Context: an optimization exercise on an open-source flow, tuned for small area, a short achievable clock period and few clock cycles per item. The choices shown serve that exercise and are no tape-out recipe.
No run shown here included a check of the RTL's function; only the layout flow was run.
Power figures rest on the tool's default switching activity, not on a simulated workload.

==> flow/design.v (outline; a module is shown in full before it is edited, if it fits) <==
// module conv_1d: 5699 lines
// module conv_fa: 4 lines
// module conv_ha: 4 lines
// module conv_ha1: 4 lines
module conv_1d #(
    parameter DATA_WIDTH  = 8,
    parameter KERNEL_SIZE = 16
) (
    input logic clk,
    input logic arst_n,
    input  logic [DATA_WIDTH-1:0] signal_data,
    input  logic                  signal_vld,
    input  logic                  signal_last,
    output logic                  signal_rdy,
    input  logic [KERNEL_SIZE*DATA_WIDTH-1:0] kernel,
    output logic [DATA_WIDTH*2+$clog2(KERNEL_SIZE)-1:0] result_data,
    output logic                    result_vld,
    output logic                    result_last,
    input  logic                    result_rdy
);
  // ...
==> flow/flow/run.sh <==
#!/bin/bash
# The standard layout, with two changes: ports are buffered with plain
# buffers (buf_2, which the resizer may then size) instead of delay cells,
# and clock tree synthesis inserts no dummy loads.
set -euo pipefail
export BUFFER_PORTS_ARGS="-buffer_cell sky130_fd_sc_hd__buf_2"
export CTS_ARGS="-sink_clustering_enable -repair_clock_nets -dont_use_dummy_load"
bash standard.sh > standard.log 2>&1
==> flow/standard.sh <==
#!/bin/bash
# synth_recipe.tcl (not shown) runs the flow's synth.tcl, then flattens the netlist and writes it again
# the make line also repeats each setting of config.mk as NAME=value (left out here)
make -C /OpenROAD-flow-scripts/flow DESIGN_CONFIG=/design/flow/config.mk WORK_HOME=/design/flow/orfs CLKGATE_MAP_FILE= SYNTH_SCRIPT=/design/flow/synth_recipe.tcl "${@:-finish}"
==> flow/config.mk <==
export PLATFORM = sky130hd
export DESIGN_NAME = conv_1d
export DESIGN_NICKNAME = conv_1d
export VERILOG_FILES = /design/flow/design.v
export SDC_FILE = /design/flow/constraint.sdc
export NUM_CORES = 4
export LEC_CHECK = 0
export CAP_MARGIN = 20
export CORE_MARGIN = 2
export CORE_UTILIZATION = 40
export SETUP_SLACK_MARGIN = 3.6
export SLEW_MARGIN = 20
export SYNTH_HIERARCHICAL = 1
==> flow/constraint.sdc <==
create_clock -name core_clock -period 6.0 [get_ports {clk}]
set_input_delay 1.2000 -clock core_clock [delete_from_list [all_inputs] [get_ports {clk}]]
set_output_delay 1.2000 -clock core_clock [all_outputs]
set_load 0.01 [all_outputs]
==> results.txt, run 1 <==
total sequential power about 11000 uW; DRT met1 WL about 58000 microns; Post-DRT Antenna Nets 0; worst-path fanout max 8; EDFF count, synth 0; Critical Path Stages 5; Max Fclk about 400 MHz; cell family with most CP delay adder cells; Critical Path End r1_q[32]; PnR Total Power 35100 uW; max reg flops around 360; Post-Syn Area per Cell 12.91 sq um; maxcap violations 0; Clock buffer cells around 80; cts hold-fix bufs 0; proportion of cell area occupied by multi-input gates between 50% and 60%; Logic pwr share just under 60%; Clk network pwr share ~12%; Syn. warnings 8; Post-Syn Instances approximately 3300; most used routing layer met2; clock sinks ~710; vias approximately 24000; sequential cell area approximately 0.015 sq mm; IO Pins around 160; Initial DRC Count 2029; syn_nets between 4000 and 5000; outcome complete, no violations; Synth Flop Type dfxtp_1; Clk power 4290 uW; crit path launch type input pin; WL final 147000 microns; largest reg by FF count r1_q; clock-pin slew on the worst setup and hold paths around 0.060 ns; biggest regs r1_q (357), hist (128), r2_q (117)
==> run 2, diff against run 1 <==
--- a/flow/flow/run.sh
+++ b/flow/flow/run.sh
@@ -5,4 +5,4 @@
 set -euo pipefail
 export BUFFER_PORTS_ARGS="-buffer_cell sky130_fd_sc_hd__buf_2"
-export CTS_ARGS="-sink_clustering_enable -repair_clock_nets -dont_use_dummy_load"
+export CTS_ARGS="-sink_clustering_enable -repair_clock_nets -dont_use_dummy_load -sink_clustering_size 25 -sink_clustering_max_diameter 80"
 bash standard.sh > standard.log 2>&1
--- a/flow/config.mk
+++ b/flow/config.mk
@@ -12,2 +12,3 @@
 export SLEW_MARGIN = 20
 export SYNTH_HIERARCHICAL = 1
+export TNS_END_PERCENT = 10
==> run 2 against run 1 <==
  * Still clean on timing, DRC and antenna
  * Global-route usage decreased by 0.31 points
  * Cell area down 4.7%
  * Register-to-register slack improved by 0.05 ns
  * Largest cell class unchanged
==> results.txt, run 2 <==
Via density around 5.3; RSZ-0062 raised after global routing true; clock skew around 0.083 ns; cell family with most CP delay adder cells; Post-Syn Instances 3258 (unchanged); root buffer cell clkbuf_16; Async SR Flop Fraction 19.69%; Slew Limit Fails 0; Multi-input gate area 0.02771 sq mm; IO Pins 164 (unchanged); Commonest cells post-synth 1026 x nand2_1, 996 x fa_1, 571 x dfxtp_1; WL final 146100 microns (-0.65%); Synth Register Bits roughly 710; setup violators final 0; Least-Margin Pin Slew 0.6824 ns; most used cell, CP fa_1; top-area cell type share of the netlist area 47.40%; drt pass-1 iters 6; setup TNS 0 ns; Synth Flop Type dfxtp_1; most common cell in the synthesized netlist nand2_1; biggest regs r1_q (357), hist (128), r2_q (117); sequential cell area 0.01504 sq mm (-0.21%); Post-DRT Antenna Nets 0 (unchanged); synth unique cells 30; DRC errors left 0; critical path endpoint category flop; NumNets Final between 4000 and 5000; # fillers between 9000 and 10000; outcome complete, no violations; initial antenna violation count 3; grt total ovfl 0; area delta synth->final 12.83%; clock sinks 711 (unchanged); Worst Hold Class reg -> reg; Final Hold Slack between 0.3 and 0.4 ns; PortBufs around 160; Clock Path Buffers 3; Syn. warnings 8 (unchanged); CTS tree yes; clock-pin slew on the worst setup and hold paths 0.10 ns (+0.04 ns); final hold vios 0; core area 0.1039 sq mm; Slowest cell on crit path fa_1; H-tree depth 2; die height approximately 330 microns; fin crit period 2.479 ns; vias 24350 (-0.59%); Num CTS Buffers 45; area leader, netlist fa_1; sequential cell area fraction in the yosys report 35.50%; total track usage around 28%; worst-path fanout max 8 (unchanged); Final GP Congestion roughly 0.96; Peak VDD IR 0.4097 mV; Leakage ~0.017 uW; Power Density about 700 mW/mm^2; Synth area leaders fa_1 47%, dfxtp_1 27%, nand2_1 9.2%, dfrtp_1 8.3%, mux2_2 3.4%; die area roughly 0.11 sq mm; detailed-placement wirelength estimate about 120000 microns; Post-Syn Area per Cell 12.91 sq um (unchanged); Initial DRC Count 2432 (+20%); WP data arrival roughly 3 ns; global-route wire length before repair around 210000 microns; initial core utilization between 40% and 50%; Max Fclk 403.3 MHz (+0.95%); commonest non-fill, non-tap cell in the layout nand2_1; FP Rows ~120; layout cell share with drive strength beyond 1 between 30% and 40%; type of the worst setup path in -> reg; Die Wd 328.3 microns; CP bufs+invs 1; max reg flops 357 (unchanged); synthesized area 0.04206 sq mm; worst skew pair latency 0.68 ns; EDFF count, synth 0 (unchanged); crit path launch type input pin; ratio of final minimum period to clock period 41.32%; largest reg by FF count r1_q; maxcap violations 0 (unchanged); CP Data Required Time 6.52 ns; wire per inst ~32 microns; slew margin rel. about 55%; dpl cell area approximately 0.045 sq mm; worst-path cell chain buf_4, nand2_1, fa_1, fa_1, fa_1; commonest cells after routing, fill and taps aside 837 x nand2_1, 571 x dfxtp_1, 570 x fa_1; syn_nets 4425 (unchanged); crit-path max cell delay between 0.5 and 0.6 ns; number of global-route vias before repair 27080; final instance area between 0.04 and 0.05 sq mm; largest net degree at the start of global routing 60
==> run 2: final timing paths <==
check / start / end / slack [ns] / cells past startpoint
max in group asynchronous: arst_n / hist[3][1] / 4.34 / 2
min in group asynchronous: arst_n / vld_p[2] / 0.54 / 1
max: kernel[84] / r1_q[138] / 3.52 / 5
max reg2reg: hist[12][5] / r1_q[312] / 3.58 / 4
min reg2reg: r3_q[3] / r4_q[3] / 0.32 / 0
min: r3_q[3] / r4_q[3] / 0.32 / 0
==> run 2: modules after synthesis, one instance, submodules excluded <==
module,cells,flops+latches
conv_1d,2194,711
conv_ha1,5,0
conv_fa,1,0
conv_ha,1,0
==> run 2: cell type report <==
class / instances / share of cell area [%]
antenna: 1 / 0.005272
clock buffer: 45 / 2.373
inverter: 63 / 0.4982
multi-input combinational: 2213 / 58.39
sequential: 711 / 31.68
tap: 1380 / 3.638
timing repair buffer: 174 / 3.409
==> run 2: stage by stage <==
step / utilization [%] / power (uW) / worst slack [ns] / instances
CTS: 45.12 / 32770 / 3.496 / 4577
floorplan: - / 20260 / 3.124 / 3258
detailed placement: 43.41 / 29550 / 2.573 / 4532
global placement: 43.41 / 29170 / 2.593 / 4532
global route: 45.66 / 35400 / 3.560 / 4586
finish: 45.66 / 33000 / 3.521 / 4587
==> run 2: power by group <==
part / switching, uW / total, uW / internal, uW / leakage, uW
registers: 2730 / 10200 / 7510 / 0.00637
logic: 10900 / 19800 / 8820 / 0.00971
clock network: 1670 / 3000 / 1330 / 0.000555
total: 15300 / 33000 / 17700 / 0.0166
==> run 2: worst reg2reg max path: cells and delay by family (launching register included) <==
kind / cells / cell delay, ns
fa+ha+maj: 3 / 1.65
flops: 1 / 0.60
simple gates: 1 / 0.12
==> run 2: routing by layer <==
| layer | track usage [%] | vias up | part of all wire [%] |
|---|---|---|---|
| li1 | - | 9581 | - |
| met1 | 37.12 | 13420 | 40 |
| met2 | 43.73 | 1138 | 46 |
| met3 | 6.489 | 219 | 8.4 |
| met4 | 12.71 | 0 | 5.7 |
| met5 | 0 | - | 0 |
==> run 2: repair_timing <==
action,in CTS,in global routing
pin swaps,46,73
hold buffers,0,0
setup endpoints to repair,177,128
resized for setup,257,195
setup buffers,0,9
gates cloned,0,0
==> run 2: cell families after synthesis <==
family / count (synthesis) / synth area share (%)
other cells: 1 / 0.008915
simple gates: 1039 / 9.331
buf+inv: 334 / 3.028
compound gates: 11 / 0.2409
fa+ha+maj: 1026 / 48.29
xor+xnor: 8 / 0.1666
flops: 711 / 35.50
mux: 128 / 3.427

[port drivers added, routing unchanged]
How much do the figures lean on ideal ports? The routed layouts below were timed once more, with nothing changed but the port constraints. Step 1: set_driving_cell puts a clkbuf_16 on clk and a buf_2 on each other input, an assumption about the parent block. Step 2 also shifts input and output timing later by t, the mid clock arrival at the registers, as if the neighbouring blocks saw the same clock. Slacks: ideal / step 1 / step 2; pairs: ideal / step 1.
run | t, ns | setup WS [ns] | worst setup path after step 2
run 1 | 0.709 | 3.497 / 3.476 / 2.767 | input to register
run 2 | 0.712 | 3.521 / 3.535 / 2.823 | input to register
After both steps every run listed still meets setup and hold. The setup slack of run 1, which loses most, moves by -0.021 ns with the drivers and by -0.730 ns with both steps.
